What follows belongs to an exercise in optimizing a design on an open flow for small area, a short achievable clock period and few clock cycles; a production flow would make more cautious choices.
At most, simulation tests tie the RTL to the original design; equivalence was not proved.
Power figures rest on the tool's default switching activity, not on a simulated workload.

Setup of run 1:
Design CPU, start of the top module:
module CPU (
	input  wire         clk,
	input  wire         rst,
	output wire         imem_req,
	output wire [31:0]  imem_addr,
	input  wire         imem_ack,
	input  wire [127:0] imem_line,
	output wire [31:0]  dmem_addr,
	input  wire [31:0]  dmem_rdata,
	output wire         dmem_we,
	output wire [1:0]   dmem_wsize,
	output wire [31:0]  dmem_wdata,
	output wire         commit,
	output wire [31:0]  commit_pc,
	output wire         commit_wen,
	output wire [4:0]   commit_rd,
	output wire [31:0]  commit_wdata
);
clock: 90.0 ns
lec_check: 0
cap_margin: 20
core_margin: 2
core_utilization: 30
place_density: 0.4
slew_margin: 20
standard.sh (not shown) runs the stock make flow with config.mk's settings and CLKGATE_MAP_FILE= SYNTH_SCRIPT=/design/flow/synth_recipe.tcl, a recipe that flattens the netlist after the stock synthesis.
==> flow/flow/run.sh <==
#!/bin/bash
# The standard layout, with the timing repair aimed at paths well
# inside the clock period (the clock and constraints stay as given).
export SETUP_SLACK_MARGIN=71
bash standard.sh > standard.log 2>&1
Testbench counts of run 1, summed over its fixed seeds: cycles 56,298.
Edits applied to the flow inputs when going from run 1 to run 2:
--- a/flow/design.v
+++ b/flow/design.v
@@ -93,20 +93,18 @@
 	endfunction
 	reg  [31:0]  pc_q;
 	reg          pend_q;             
 	reg  [27:0]  paddr_q;            
 	reg  [28:0]  cword [0:4*NL-1];    
 	reg  [TW-1:0] ctag [0:NL-1];
 	reg  [NL-1:0] cval;
 	reg  [27-RB:0] region_q;         
-	reg          po_req;
-	reg  [27:0]  po_addr;
-	assign imem_req  = po_req;
-	assign imem_addr = {po_addr, 4'b0};
+	assign imem_req  = pend_q;
+	assign imem_addr = {paddr_q, 4'b0};
 	wire [27:0]   pcl  = pc_q[31:4];
 	wire [LN-1:0] pidx = pcl[LN-1:0];
 	wire c_hit = cval[pidx] & (ctag[pidx] == pcl[RB-1:LN]) & (region_q == pcl[27:RB]);
 	wire ihit  = c_hit;
 	wire [28:0] cw    = cword[{pidx, pc_q[3:2]}];
 	wire [31:0] instr = {cw[28:4], 7'd0};   
 	wire [3:0]  cls   = cw[3:0];
 	wire [LN-1:0] fidx = paddr_q[LN-1:0];
@@ -142,18 +140,16 @@
 	          | (pend_q & (paddr_q == nl2));
 	wire want = ~np0 | ~np1 | ~np2;
 	always @(posedge clk) begin
 		if (rst) pend_q <= 1'b0;
 		else if (~pend_q | imem_ack) begin
 			pend_q <= want;
 			if (want) paddr_q <= ~np0 ? nl : ~np1 ? nl1 : nl2;
 		end
-		po_req <= ~rst & (want | (pend_q & ~imem_ack));
-		if (~pend_q | imem_ack) po_addr <= ~np0 ? nl : ~np1 ? nl1 : nl2;
 	end
 	wire [4:0] rd  = instr[11:7];
 	wire [2:0] f3  = instr[14:12];
 	wire [4:0] rs1 = instr[19:15];
 	wire [4:0] rs2 = instr[24:20];
 	wire [6:0] f7  = instr[31:25];
 	wire o_lui   = cls == 4'd1;
 	wire o_auipc = cls == 4'd2;
@@ -178,19 +174,19 @@
 	wire [31:0] imm_j = {{11{instr[31]}}, instr[31], instr[19:12], instr[20], instr[30:21], 1'b0};
 	reg         w_v, w_wen, w_ld, w_mul;
 	reg  [4:0]  w_rd;
 	reg  [2:0]  w_f3;
 	reg  [31:0] w_pc, w_val;
 	reg         c_v, c_wen;
 	reg  [31:0] c_pc, c_wd;
 	reg  [4:0]  c_rd;
-	reg         r_wen;
-	reg  [31:0] r_wd;
-	reg  [4:0]  r_rd;
+	wire        r_wen = c_wen;
+	wire [31:0] r_wd  = c_wd;
+	wire [4:0]  r_rd  = c_rd;
 	reg  [31:0] rf [1:31];
 	wire fw1 = w_wen & (w_rd == rs1);
 	wire fw2 = w_wen & (w_rd == rs2);
 	wire fc1 = r_wen & (r_rd == rs1);
 	wire fc2 = r_wen & (r_rd == rs2);
 	reg  [31:0] rf1, rf2;
 	integer ri;
 	always @(*) begin
@@ -217,17 +213,18 @@
 	wire [31:0] csr_src = f3[2] ? {27'd0, rs1} : a;
 	wire [31:0] csr_new = (f3[1:0] == 2'b01) ? csr_src :
 	                      (f3[1:0] == 2'b10) ? (csr_old | csr_src) : (csr_old & ~csr_src);
 	wire use_b  = o_alur | o_br;
 	wire [31:0] y = use_b ? b : (o_st ? imm_s : imm_i);
 	wire do_sub = o_br | ((o_alur | o_alui) & ((f3 == 3'd2) | (f3 == 3'd3))) |
 	              (o_alur & (f3 == 3'd0) & f7[5]) | o_div;
 	wire [31:0] x = o_div ? 32'd0 : a;       
-	wire [32:0] sum33 = {1'b0, x} + {1'b0, y ^ {32{do_sub}}} + {32'd0, do_sub};
+	wire [33:0] sum34 = {1'b0, x, 1'b1} + {1'b0, y ^ {32{do_sub}}, do_sub};
+	wire [32:0] sum33 = sum34[33:1];
 	wire [31:0] sum = sum33[31:0];
 	wire ltu = ~sum33[32];
 	wire lt  = (x[31] & ~y[31]) | (~(x[31] ^ y[31]) & sum[31]);
 	wire eq  = a == b;
 	wire [4:0]  shamt = o_alur ? b[4:0] : instr[24:20];
 	wire        sh_l  = (f3 == 3'd1);
 	reg  [31:0] sh_in, sh_res;
 	integer bi;
@@ -432,25 +429,19 @@
 	assign dmem_addr  = dm_addr_q;
 	assign dmem_we    = dm_we_q;
 	assign dmem_wsize = dm_wsize_q;
 	assign dmem_wdata = dm_wdata_q;
 	always @(posedge clk) begin
 		if (rst) begin
 			c_v   <= 1'b0;
 			c_wen <= 1'b0;
-			r_wen <= 1'b0;
 		end else begin
 			c_v   <= w_v;
 			c_wen <= w_wen;
-			r_wen <= w_wen & (w_rd != 5'd0);
-		end
-		if (w_wen) begin
-			r_rd <= w_rd;
-			r_wd <= w_d;
 		end
 		c_pc <= w_pc;
 		c_rd <= w_rd;
 		c_wd <= w_d;
 	end
 	assign commit       = c_v;
 	assign commit_pc    = c_pc;
 	assign commit_wen   = c_wen;
==> comparison <==
When run 2 is measured against run 1, its global-route track usage on met2 turns out 0.52 points higher. Going from run 1 to run 2, fraction of final layout cells sized beyond drive strength 1 decreased 0.18 points; cell area after synthesis shows a reduction of 1.3%; fraction of power spent switching nets shows a reduction of 0.68 points; clock slew at the register clock pins of the worst setup and hold paths level. Comparing run 2 and run 1, the higher die height was measured on run 1. Post-cts gate resize count of run 2 exceeds that of run 1 by more than a quarter. Number of standard cells in the layout, taps in and fillers out: lower on run 2. Vias: run 2 above run 1. Diff run 1 -> run 2 | layout inverter count without the clock tree | down slightly.
For run 2, only the layout was checked, not whether the RTL still works.

* * *

CPU, a different RTL version from the one above (not shown whole).
Size: about 13,000 cells after synthesis, roughly 330 I/O pins, roughly 0.15 mm2 of cells after synthesis.
==> flow/config.mk <==
export PLATFORM = sky130hd
export DESIGN_NAME = CPU
export DESIGN_NICKNAME = CPU
export VERILOG_FILES = /design/flow/design.v
export SDC_FILE = /design/flow/constraint.sdc
export NUM_CORES = 8
export LEC_CHECK = 0
export CAP_MARGIN = 20
export CORE_MARGIN = 2
export CORE_UTILIZATION = 40
export PLACE_DENSITY = 0.5
export SLEW_MARGIN = 20
==> flow/constraint.sdc <==
create_clock -name core_clock -period 90.0 [get_ports {clk}]
set_input_delay 18.0000 -clock core_clock [delete_from_list [all_inputs] [get_ports {clk}]]
set_output_delay 18.0000 -clock core_clock [all_outputs]
set_load 0.01 [all_outputs]
==> flow/flow/run.sh <==
#!/bin/bash
# The standard layout with three changes to how it is made (the clock
# and constraints stay as given):
#  - timing repair aims at paths well inside the clock period,
#  - larger clock-tree leaf clusters and no dummy clock loads,
#  - plain buffers on the ports.
export SETUP_SLACK_MARGIN=70.5
export CTS_ARGS="-sink_clustering_enable -repair_clock_nets -dont_use_dummy_load -sink_clustering_size 20 -sink_clustering_max_diameter 120"
export BUFFER_PORTS_ARGS="-buffer_cell sky130_fd_sc_hd__buf_2"
bash standard.sh > standard.log 2>&1
Testbench counts at the start, summed over its fixed seeds: cycles 55,937.
Then changed:
--- a/flow/design.v
+++ b/flow/design.v
@@ -90,21 +90,22 @@
 	assign imem_addr = {po_addr, 4'b0};
 	wire [27:0]   pcl  = pc_q[31:4];
 	wire [LN-1:0] pidx = pcl[LN-1:0];
 	wire c_hit = cval[pidx] & (ctag[pidx] == pcl[RB-1:LN]) & (region_q == pcl[27:RB]);
 	wire ihit  = c_hit;
 	wire [28:0] cw    = cword[{pidx, pc_q[3:2]}];
 	wire [31:0] instr = {cw[28:4], 7'd0};   
 	wire [3:0]  cls   = cw[3:0];
 	wire [LN-1:0] fidx = paddr_q[LN-1:0];
 	wire fnew = paddr_q[27:RB] != region_q;
-	wire fld  = pend_q & ~(c_hit & (fnew | ((fidx == pidx) & (paddr_q != pcl))));
+	reg  fresh_q;
+	wire fld  = pend_q & ~fresh_q & ~(c_hit & (fnew | ((fidx == pidx) & (paddr_q != pcl))));
 	always @(posedge clk) begin
 		if (rst) cval <= {NL{1'b0}};
 		else if (fld) begin
 			if (fnew) cval <= {{(NL-1){1'b0}}, imem_ack} << fidx;
 			else cval[fidx] <= imem_ack;
 		end
 		if (fld & fnew) region_q <= paddr_q[27:RB];
 		if (fld) begin
 			ctag[fidx] <= paddr_q[RB-1:LN];
 			cword[{fidx, 2'd0}] <= {imem_line[31:7],   opclass(imem_line[6:0])};
@@ -318,20 +319,21 @@
 	wire [LN-1:0] ni2 = nl2[LN-1:0];
 	wire nrg = region_q == nl[27:RB];
 	wire np0 = (cval[ni0] & (ctag[ni0] == nl[RB-1:LN]) & nrg)
 	           | (pend_q & (paddr_q == nl));
 	wire np1 = (cval[ni1] & (ctag[ni1] == nl1[RB-1:LN]) & nrg & ~(&nl[RB-1:0]))
 	          | (pend_q & (paddr_q == nl1));
 	wire np2 = (cval[ni2] & (ctag[ni2] == nl2[RB-1:LN]) & nrg & ~(&nl[RB-1:1]))
 	          | (pend_q & (paddr_q == nl2));
 	wire want = ~np0 | ~np1 | ~np2;
 	always @(posedge clk) begin
+		fresh_q <= ~rst & (~pend_q | imem_ack) & want;
 		if (rst) pend_q <= 1'b0;
 		else if (~pend_q | imem_ack) begin
 			pend_q <= want;
 			if (want) paddr_q <= ~np0 ? nl : ~np1 ? nl1 : nl2;
 		end
 		po_req <= ~rst & (want | (pend_q & ~imem_ack));
 		if (~pend_q | imem_ack) po_addr <= ~np0 ? nl : ~np1 ? nl1 : nl2;
 	end
 	wire [31:0] res = (imm_u & {32{o_lui}}) | (pcimm & {32{o_auipc}}) |
 	                  (pc4 & {32{o_jal | o_jalr}}) | (csr_old & {32{o_sys}}) |
Effect: The new run went through all stages and came out clean. Clock power goes down by about 0.7%. Worst setup slack gets worse by 0.020 ns. Sequential power stays flat. Flip-flop and latch count goes up by 1. Die area goes up by 0.31%. Synthesized cell count goes down by 0.70%. Wire length goes down by 8.6%. Count of clock-buffer cells in the layout goes up by 1. Total power goes down by 9.9%. Non-clock buffer count goes down by 64.
Testbench counts after the change, summed over its fixed seeds: cycles 55,824.

## port drivers added, routing unchanged
In the flow no input, the clock included, has a driving cell. The finished layouts below were timed again as built, in two steps.
Step 1: set_driving_cell puts a clkbuf_16 on clk and a buf_2 on each other input, an assumption about the parent block.
Step 2 adds t to the input delays and takes it off the output delays; t is the mean of the earliest and latest rising clock arrival at the registers after step 1. Input paths then give back, and output paths get back, about the clock's delay inside the block.
Three values: no drivers, after step 1, after step 2; two values: the first two.
| run | t (ns) | slack for setup (ns) | worst slew at a driven data input, ns |
|---|---|---|---|
| run 1 | 1.092 | 70.486 / 70.362 / 69.964 | 0.29 |
| run 2 | 1.117 | 70.278 / 70.142 / 69.980 | 0.41 |
| the first run of note 2 | 1.005 | 70.466 / 70.357 / 70.046 | 0.21 |
| the second run of note 2 | 1.002 | 70.445 / 70.341 / 70.078 | 0.18 |
After both steps every run listed still meets setup and hold. For run 1, which loses most, drivers alone change the setup slack by -0.124 ns; drivers and shift together by -0.522 ns.
